What follows belongs to an exercise in optimizing a design on an open flow for small area and a short achievable clock period; a production flow would make more cautious choices.
Where RTL was checked, it was by simulation tests only, not by an equivalence proof against the original.

==> trial 2 <==
## fp_multiplier
module fp_multiplier #(parameter
   INTEGER_WIDTH_A = 3,
   FRACTION_WIDTH_A = 14,
   INTEGER_WIDTH_B = 3,
   FRACTION_WIDTH_B = 14,
   TEMP_INT_WIDTH = 6,
   TEMP_FRAC_WIDTH = 28,
   O_INT_WIDTH = 4,
   O_FRAC_WIDTH = 14
    )(input sign,
      input clk,
      input rst,
      input [((INTEGER_WIDTH_A+FRACTION_WIDTH_A)-1):0]a,
      input [((INTEGER_WIDTH_B+FRACTION_WIDTH_B)-1):0]b,
      output [((O_INT_WIDTH+O_FRAC_WIDTH)-1):0]out, 
      output reg overflow,
      output reg underflow);
      reg [((TEMP_INT_WIDTH+TEMP_FRAC_WIDTH)-1):0]temp_out;
      reg signed [((INTEGER_WIDTH_A+FRACTION_WIDTH_A)-1):0]a_sign;
      reg signed [((INTEGER_WIDTH_A+FRACTION_WIDTH_A)-1):0]b_sign;
      reg [O_INT_WIDTH-1:0]mult_i;
      reg [O_FRAC_WIDTH-1:0]mult_f;
      localparam I_EXT = (O_INT_WIDTH>TEMP_INT_WIDTH) ? (O_INT_WIDTH-TEMP_INT_WIDTH) : 1;
  ...
==> module fp_multiplier, before the edit <==
module fp_multiplier #(parameter
   INTEGER_WIDTH_A = 3,
   FRACTION_WIDTH_A = 14,
   INTEGER_WIDTH_B = 3,
   FRACTION_WIDTH_B = 14,
   TEMP_INT_WIDTH = 6,
   TEMP_FRAC_WIDTH = 28,
   O_INT_WIDTH = 4,
   O_FRAC_WIDTH = 14
    )(input sign,
      input clk,
      input rst,
      input [((INTEGER_WIDTH_A+FRACTION_WIDTH_A)-1):0]a,
      input [((INTEGER_WIDTH_B+FRACTION_WIDTH_B)-1):0]b,
      output [((O_INT_WIDTH+O_FRAC_WIDTH)-1):0]out, 
      output reg overflow,
      output reg underflow);
      reg [((TEMP_INT_WIDTH+TEMP_FRAC_WIDTH)-1):0]temp_out;
      reg signed [((INTEGER_WIDTH_A+FRACTION_WIDTH_A)-1):0]a_sign;
      reg signed [((INTEGER_WIDTH_A+FRACTION_WIDTH_A)-1):0]b_sign;
      reg [O_INT_WIDTH-1:0]mult_i;
      reg [O_FRAC_WIDTH-1:0]mult_f;
      localparam I_EXT = (O_INT_WIDTH>TEMP_INT_WIDTH) ? (O_INT_WIDTH-TEMP_INT_WIDTH) : 1;
      localparam F_EXT = (O_FRAC_WIDTH>TEMP_FRAC_WIDTH) ? (O_FRAC_WIDTH-TEMP_FRAC_WIDTH) : 1;
      reg sign_s1;
      reg sign_s2;
      always@(posedge clk)begin
        a_sign<=a;
        b_sign<=b;
        sign_s1<=sign;
      end
      always@(posedge clk)begin
        if(rst) begin
            temp_out<=0;
            sign_s2<=0;
        end
        else begin
            sign_s2<=sign_s1;
            if(sign_s1)
                temp_out<=$signed(a_sign) * $signed(b_sign);
            else
                temp_out<=$unsigned(a_sign)*$unsigned(b_sign);
        end
     end
     always@(posedge clk)begin
        if(rst)
            overflow<=0;
        else begin
            if(sign_s2)begin
                if(O_INT_WIDTH>=TEMP_INT_WIDTH)
                    overflow<=0;
                else begin
                    if(temp_out[(TEMP_INT_WIDTH+TEMP_FRAC_WIDTH)-1])
                        overflow<= ~(&temp_out[(TEMP_INT_WIDTH+TEMP_FRAC_WIDTH)-1:(((TEMP_INT_WIDTH+TEMP_FRAC_WIDTH)-1)+(TEMP_INT_WIDTH))-(O_FRAC_WIDTH)]);
                    else
                        overflow <= (|temp_out[(TEMP_INT_WIDTH+TEMP_FRAC_WIDTH)-1:((TEMP_INT_WIDTH+TEMP_FRAC_WIDTH)-(TEMP_INT_WIDTH)-O_INT_WIDTH)]);
                end
           end
           else begin
                if(O_INT_WIDTH>=TEMP_INT_WIDTH)
                    overflow<=0;
                else
                    overflow <= (|temp_out[(TEMP_INT_WIDTH+TEMP_FRAC_WIDTH)-1:((TEMP_INT_WIDTH+TEMP_FRAC_WIDTH)-(TEMP_INT_WIDTH)-O_INT_WIDTH)]);
          end
      end    
   end
   always@(posedge clk) begin
    if(rst)
        underflow<=0;
    else begin
        if(sign_s2)begin
            if(O_FRAC_WIDTH>=TEMP_FRAC_WIDTH)
                underflow<=0;
            else if(temp_out[(TEMP_INT_WIDTH+TEMP_FRAC_WIDTH)-1]==1)
                underflow <= ~(&temp_out[TEMP_FRAC_WIDTH-(O_FRAC_WIDTH-1):0]);
            else if(temp_out[(TEMP_INT_WIDTH+TEMP_FRAC_WIDTH)-1]==0)
                underflow <= |temp_out[TEMP_FRAC_WIDTH-(O_FRAC_WIDTH-1):0];
        end
        else begin
            if(O_FRAC_WIDTH>=TEMP_FRAC_WIDTH)
                underflow<=0;
            else
                underflow <= |temp_out[TEMP_FRAC_WIDTH-(O_FRAC_WIDTH-1):0];
        end
    end
  end
  always@(posedge clk)begin
  if(rst)
    mult_i<=0;
  else begin
    if(sign_s2)begin
        if(O_INT_WIDTH == TEMP_INT_WIDTH)
            mult_i<=temp_out[(TEMP_INT_WIDTH+TEMP_FRAC_WIDTH)-1:TEMP_FRAC_WIDTH];
        else if(O_INT_WIDTH>TEMP_INT_WIDTH)
            mult_i<={{I_EXT{temp_out[(TEMP_INT_WIDTH+TEMP_FRAC_WIDTH)-1]}},temp_out[((TEMP_INT_WIDTH+TEMP_FRAC_WIDTH)-1):TEMP_FRAC_WIDTH]};
        else if(O_INT_WIDTH<TEMP_INT_WIDTH)
            mult_i<=temp_out[INTEGER_WIDTH_A+TEMP_FRAC_WIDTH:TEMP_FRAC_WIDTH];
    end
    else begin
        if(O_INT_WIDTH == TEMP_INT_WIDTH)
            mult_i<=temp_out[(TEMP_INT_WIDTH+TEMP_FRAC_WIDTH)-1:TEMP_FRAC_WIDTH];
        else if(O_INT_WIDTH>TEMP_INT_WIDTH)
            mult_i<={{I_EXT{1'b0}},temp_out[((TEMP_INT_WIDTH+TEMP_FRAC_WIDTH)-1):TEMP_FRAC_WIDTH]};
        else if(O_INT_WIDTH<TEMP_INT_WIDTH)
            mult_i<=temp_out[INTEGER_WIDTH_A+TEMP_FRAC_WIDTH:TEMP_FRAC_WIDTH];
    end
  end
  end
  always@(posedge clk)begin
    if(rst)
        mult_f<=0;
    else begin
        if(O_FRAC_WIDTH>TEMP_FRAC_WIDTH)
            mult_f <= {temp_out[TEMP_FRAC_WIDTH-1:0],{F_EXT{1'b0}}};
        else if(O_FRAC_WIDTH<TEMP_FRAC_WIDTH)
            mult_f <= temp_out[(TEMP_FRAC_WIDTH-1):(TEMP_FRAC_WIDTH-O_FRAC_WIDTH)];
        else if(O_FRAC_WIDTH==TEMP_FRAC_WIDTH)
            mult_f <= temp_out[TEMP_FRAC_WIDTH-1:0];
    end
 end
 assign out = {mult_i,mult_f};
endmodule
Settings: LEC_CHECK=0, CAP_MARGIN=20, CORE_MARGIN=2, CORE_UTILIZATION=40, SLEW_MARGIN=20; clock period 8.0 ns.
run.sh (not shown) runs the stock make flow with config.mk's settings and CLKGATE_MAP_FILE= SYNTH_SCRIPT=/design/flow/synth_recipe.tcl, a recipe that flattens the netlist after the stock synthesis.
==> trial 70 (differences from trial 2) <==
==> flow/design.v (replaced) <==
module fp_multiplier (
    input         sign,
    input         clk,
    input         rst,
    input  [16:0] a,
    input  [16:0] b,
    output [17:0] out,
    output reg    overflow,
    output reg    underflow
);
  reg [17:0] xr, yr;
  reg        s1, s2, rst_d;
  reg [19:0] p2;
  reg [1:0]  lo2;
  reg [17:0] out_r;
  always @(posedge clk) begin
    xr <= {sign & a[16], a};
    yr <= {sign & b[16], b};
    s1 <= sign;
  end
  wire signed [35:0] pf = $signed(xr) * $signed(yr);
  wire [33:0] p = pf[33:0];
  always @(posedge clk) begin
    s2    <= s1;
    rst_d <= rst;
    p2    <= p[33:14];
    lo2   <= {|p[13:0], &p[13:0]};
  end
  wire neg   = s2 & p2[19];
  wire ovf_w = neg ? ~&p2[19:11] : |p2[19:10];
  wire unf_w = neg ? ~(&p2[1:0] & lo2[0]) : (|p2[1:0] | lo2[1]);
  wire clr   = rst | rst_d;
  always @(posedge clk) begin
    out_r     <= clr ? 18'd0 : p2[17:0];
    overflow  <= clr ? 1'b0 : ovf_w;
    underflow <= clr ? 1'b0 : unf_w;
  end
  assign out = out_r;
endmodule
==> summary.txt <==
| item | trial 70 | trial 2 |
|---|---|---|
| Register share of the cell area | 0.109 | 0.0887 |
| Post-CTS clock slew at the launch and capture registers of the worst setup and hold paths | 0.06 ns | 0.08 ns |
| Clock Sinks | 81 | 90 |
| Relative slew slack | 0.381 | 0.449 |
| Run status | no timing/DRC/antenna violations | no timing/DRC/antenna violations |
| Sink of the worst hold path | s2$_DFF_P_ | mult_f[3]$_SDFF_PP0_ |
| Worst-case clock skew | 0.00773 ns | 0.0253 ns |
| Wirelength, routed | 31500 µm | 45100 µm |
| Data required time at the worst endpoint | 8.23 ns | 8.30 ns |
| Clk latency of the worst-skew pair | 0.35 ns | 0.40 ns |
| Placed cell count | 1896 | 2623 |
| Multiplexer fraction of the synthesized cell area | 0.000734 | 0.00480 |
| Met2 routed wirelength | 16500 µm | 25200 µm |
| Total number of tap cells | 448 | 607 |
No functional check of the RTL was part of trial 70.

==> inputs of v24 <==
Another version of the RTL of fp_multiplier (not shown whole).
==> flow/design.v (excerpt) <==
module fp_multiplier (
    input         sign,
    input         clk,
    input         rst,
    input  [16:0] a,
    input  [16:0] b,
    output [17:0] out,
    output        overflow,
    output        underflow
);
==> flow/config.mk <==
export PLATFORM = sky130hd
export DESIGN_NAME = fp_multiplier
export DESIGN_NICKNAME = fp_multiplier
export VERILOG_FILES = /design/flow/design.v
export SDC_FILE = /design/flow/constraint.sdc
export NUM_CORES = 4
export LEC_CHECK = 0
export CAP_MARGIN = 20
export CORE_MARGIN = 2
export CORE_UTILIZATION = 50
export SETUP_SLACK_MARGIN = 4.9
export SLEW_MARGIN = 20
export SYNTH_HIERARCHICAL = 1
==> flow/constraint.sdc <==
create_clock -name core_clock -period 8.0 [get_ports {clk}]
set_input_delay 1.6000 -clock core_clock [delete_from_list [all_inputs] [get_ports {clk}]]
set_output_delay 1.6000 -clock core_clock [all_outputs]
set_load 0.01 [all_outputs]
standard.sh (not shown) runs the stock make flow with config.mk's settings and CLKGATE_MAP_FILE= SYNTH_SCRIPT=/design/flow/synth_recipe.tcl, a recipe that flattens the netlist after the stock synthesis.
==> flow/flow/run.sh <==
#!/bin/bash
# Standard layout, with a plain buffer (buf_1) on every input and output port,
# a clock tree of clkbuf_8 cells and no dummy clock loads.
set -euo pipefail
bash standard.sh "BUFFER_PORTS_ARGS=-buffer_cell sky130_fd_sc_hd__buf_1" \
  "CTS_ARGS=-sink_clustering_enable -repair_clock_nets -dont_use_dummy_load -buf_list sky130_fd_sc_hd__clkbuf_8" \
  finish > make_finish.log 2>&1
==> v28 (differences from v24) <==
--- a/flow/design.v
+++ b/flow/design.v
@@ -1,16 +1,16 @@
 module fp_multiplier (
     input         sign,
     input         clk,
     input         rst,
     input  [16:0] a,
     input  [16:0] b,
     output [17:0] out,
-    output        overflow,
-    output        underflow
+    output reg    overflow,
+    output reg    underflow
 );
   wire [17:0] xa = {sign & a[16], a};
   wire [17:0] yb = {sign & b[16], b};
   wire [8:0] neg_d, one_d, two_d;
   wire [18:0] ybz = {yb, 1'b0};
   genvar gi;
   generate for (gi = 0; gi < 9; gi = gi + 1) begin : benc
@@ -25,17 +25,14 @@
   always @(posedge clk) begin
     xr <= xa; negr <= neg_d; oner <= one_d; twor <= two_d; s1 <= sign;
   end
   wire [4:0] r8sel = one_d[8] ? xa[4:0] : two_d[8] ? {xa[3:0], 1'b0} : 5'd0;
   wire [5:0] r8sum = {1'b0, r8sel ^ {5{neg_d[8]}}} + neg_d[8];
   reg [5:0] r8r;
   always @(posedge clk) r8r <= r8sum;
-  wire lz_d = (1'b1 & ~|yb[9:0]) | (~|xa[0:0] & ~|yb[8:0]) | (~|xa[1:0] & ~|yb[7:0]) | (~|xa[2:0] & ~|yb[6:0]) | (~|xa[3:0] & ~|yb[5:0]) | (~|xa[4:0] & ~|yb[4:0]) | (~|xa[5:0] & ~|yb[3:0]) | (~|xa[6:0] & ~|yb[2:0]) | (~|xa[7:0] & ~|yb[1:0]) | (~|xa[8:0] & ~|yb[0:0]) | (~|xa[9:0] & 1'b1);
-  reg lz1;
-  always @(posedge clk) lz1 <= lz_d;
   wire pp1, pp2, pp3, pp4, pp5, pp6, pp7, pp8, pp9, pp10, pp11, pp12;
   wire pp13, pp14, pp15, pp16, pp17, pp18, pp19, pp20, pp21, pp22, pp23, pp24;
   wire pp25, pp26, pp27, pp28, pp29, pp30, pp31, pp32, pp33, pp34, pp35, pp36;
   wire pp37, pp38, pp39, pp40, pp41, pp42, pp43, pp44, pp45, pp46, pp47, pp48;
   wire pp49, pp50, pp51, pp52, pp53, pp54, pp55, pp56, pp57, pp58, pp59, pp60;
   wire pp61, pp62, pp63, pp64, pp65, pp66, pp67, pp68, pp69, pp70, pp71, pp72;
   wire pp73, pp74, pp75, pp76, pp77, pp78, pp79, pp80, pp81, pp82, pp83, pp84;
@@ -443,23 +440,23 @@
   assign lG487 = lG479 | (lP480 & lG475);
   assign lP488 = lP480 & lP476;
   assign lG489 = lg459 | (lp460 & lG487);
   assign lP490 = lp460 & lP488;
   assign lG491 = lG471 | (lP472 & lG487);
   assign lP492 = lP472 & lP488;
   wire ck_w = lG491;
-  wire [9:0] lot = {lp462, lp460, lp458, lp456, lp454, lp452, lp450, lp448, lp446, lp444};
+  wire [9:0] lzt = {((c393 ^ s394) ~^ (c391 | s392)), ((c391 ^ s392) ~^ (c389 | s390)), ((c389 ^ s390) ~^ (c387 | s388)), ((c387 ^ s388) ~^ (c385 | s386)), ((c385 ^ s386) ~^ (c383 | s384)), ((c383 ^ s384) ~^ (c381 | s382)), ((c381 ^ s382) ~^ (s380 | pp21)), ((s380 ^ pp21) ~^ (pp2 | 1'b0)), ((pp2 ^ 1'b0) ~^ (negr[0] | pp1)), ~(negr[0] ^ pp1)};
+  wire [9:0] lot = {(c393 ^ s394), (c391 ^ s392), (c389 ^ s390), (c387 ^ s388), (c385 ^ s386), (c383 ^ s384), (c381 ^ s382), (s380 ^ pp21), (pp2 ^ 1'b0), (negr[0] ^ pp1)};
   wire [23:0] ha_w = {c441, c439, c437, c435, c433, c431, c429, c427, c425, c423, c421, c419, c417, c415, c413, c411, c409, c407, c405, c403, c401, c399, c397, c395};
   wire [23:0] hb_w = {s442, s440, s438, s436, s434, s432, s430, s428, s426, s424, s422, s420, s418, s416, s414, s412, s410, s408, s406, s404, s402, s400, s398, s396};
-  reg [23:0] ra;
-  reg [23:0] rb;
+  reg [23:0] ra, rb;
   reg lor, land, ck, s2, rst_d;
   always @(posedge clk) begin
     ra <= ha_w; rb <= hb_w; s2 <= s1; rst_d <= rst;
-    lor <= ~lz1; land <= &lot; ck <= ck_w;
+    lor <= ~&lzt; land <= &lot; ck <= ck_w;
   end
   assign hg493 = (ck & ck);
   assign hp494 = (ck ^ ck);
   assign hg495 = (ra[0] & rb[0]);
   assign hp496 = (ra[0] ^ rb[0]);
   assign hg497 = (ra[1] & rb[1]);
   assign hp498 = (ra[1] ^ rb[1]);
@@ -617,22 +614,19 @@
   assign hP650 = hP632 & hP630;
   wire [33:10] ph = {(hp542 ^ hG647), (hp540 ^ hG645), (hp538 ^ hG643), (hp536 ^ hG641), (hp534 ^ hG639), (hp532 ^ hG637), (hp530 ^ hG635), (hp528 ^ hG633), (hp526 ^ hG629), (hp524 ^ hG627), (hp522 ^ hG625), (hp520 ^ hG623), (hp518 ^ hG621), (hp516 ^ hG619), (hp514 ^ hG617), (hp512 ^ hG615), (hp510 ^ hG597), (hp508 ^ hG595), (hp506 ^ hG593), (hp504 ^ hG591), (hp502 ^ hG569), (hp500 ^ hG567), (hp498 ^ hG543), (hp496 ^ hg493)};
   wire neg = s2 & ph[33];
   wire ovf_w = neg ? ~&ph[33:25] : |ph[33:24];
   wire unf_w = neg ? ~(&ph[15:10] & land) : (|ph[15:10] | lor);
   wire clr = rst | rst_d;
   reg [17:0] out_r;
-  reg overflow_r, underflow_r;
   always @(posedge clk) begin
-    out_r       <= clr ? 18'd0 : ph[31:14];
-    overflow_r  <= clr ? 1'b0 : ovf_w;
-    underflow_r <= clr ? 1'b0 : unf_w;
+    out_r     <= clr ? 18'd0 : ph[31:14];
+    overflow  <= clr ? 1'b0 : ovf_w;
+    underflow <= clr ? 1'b0 : unf_w;
   end
-  assign overflow = overflow_r;
-  assign underflow = underflow_r;
   assign out = out_r;
 endmodule
 module fp_fa (input a, input b, input c, output s, output co);
   assign s = a ^ b ^ c;
   assign co = (a & b) | (c & (a ^ b));
 endmodule
 module fp_ha (input a, input b, output s, output co);
==> flow/flow/run.sh (replaced) <==
#!/bin/bash
# Standard layout, with a plain buffer (buf_2) on every input and output port.
set -euo pipefail
bash standard.sh "BUFFER_PORTS_ARGS=-buffer_cell sky130_fd_sc_hd__buf_2" finish > make_finish.log 2>&1
Settings changed: CORE_UTILIZATION 50 to 40, SETUP_SLACK_MARGIN 4.9 to 5.
==> v21 (differences from v24) <==
==> flow/flow/run.sh (replaced) <==
#!/bin/bash
# Standard layout, with a plain buffer (buf_2) on every input and output port,
# a clock tree of clkbuf_8 cells and no dummy clock loads.
set -euo pipefail
bash standard.sh "BUFFER_PORTS_ARGS=-buffer_cell sky130_fd_sc_hd__buf_2" \
  "CTS_ARGS=-sink_clustering_enable -repair_clock_nets -dont_use_dummy_load -buf_list sky130_fd_sc_hd__clkbuf_8" \
  finish > make_finish.log 2>&1
Settings changed: CORE_UTILIZATION 50 to 40.
==> results.cfg <==
[yosys]
yosys-top-cells-area = dfxtp_1, fa_1, xnor2_1
synth_fa_ha_area_share_pct = 31.1
synth_top_cell_area_share_pct = 24.8

[route]
first_iter_violations = 632

[layout]
multi_input_area_sq_mm = 0.00727
layout_common_cells = xnor2_1, a22oi_1, fa_1, dfxtp_1, ha_1

[sta]
finalCritPeriodShare_pct = 37.6

[status]
outcome = finished clean
Source of the figures above: v21

==> results.cfg <==
[yosys]
yosys-top-cells-area = dfxtp_1, fa_1, xnor2_1
synth_top_cell_area_share_pct = 24.8
synth_fa_ha_area_share_pct = 31.1

[route]
first_iter_violations = 638

[status]
outcome = finished clean

[cts]
cts.repair.resized = 38

[layout]
layout_common_cells = xnor2_1, a22oi_1, fa_1, dfxtp_1, ha_1
multi_input_area_sq_mm = 0.00727
Source of the figures above: v24

==> results.cfg <==
[status]
outcome = finished clean

[yosys]
synth_top_cell_area_share_pct = 24.4
yosys-top-cells-area = dfxtp_1, fa_1, xnor2_1
synth_fa_ha_area_share_pct = 31.9

[layout]
layout_common_cells = xnor2_1, a22oi_1, fa_1, dfxtp_1, ha_1

[route]
first_iter_violations = 604

[sta]
finalCritPeriodShare_pct = 37.0

[power]
Source of the figures above: v28

what the ideal ports hide:
Ports are ideal in the flow. The routed layouts listed here were re-timed in OpenROAD.
Step 1: set_driving_cell puts a clkbuf_16 on clk and a buf_2 on each other input, an assumption about the parent block.
Step 2 times the ports against the registers' clock, not the clock port: input delays grow and output delays shrink by t, the midpoint of the rising clock arrivals with the driver on.
Three values: ideal ports, drivers, drivers and shift; two values: the first two.
run | t, ns | setup slack, ns | slew at the worst register clock pin (ns) | pins driven straight from the clock port
trial 2 | 0.440 | 1.095 / 1.095 / 1.095 | 0.09 / 0.09 | 1
trial 70 | 0.396 | 1.390 / 1.390 / 1.390 | 0.06 / 0.06 | 1
v24 | 0.461 | 4.948 / 4.948 / 4.748 | 0.08 / 0.08 | 1
v28 | 0.468 | 5.036 / 5.036 / 4.887 | 0.06 / 0.06 | 1
v21 | 0.482 | 4.993 / 4.993 / 4.753 | 0.08 / 0.08 | 1
After both steps setup and hold are still met in every run listed. The setup slack of v21, which loses most, moves by 0.000 ns with the drivers and by -0.240 ns with both steps.
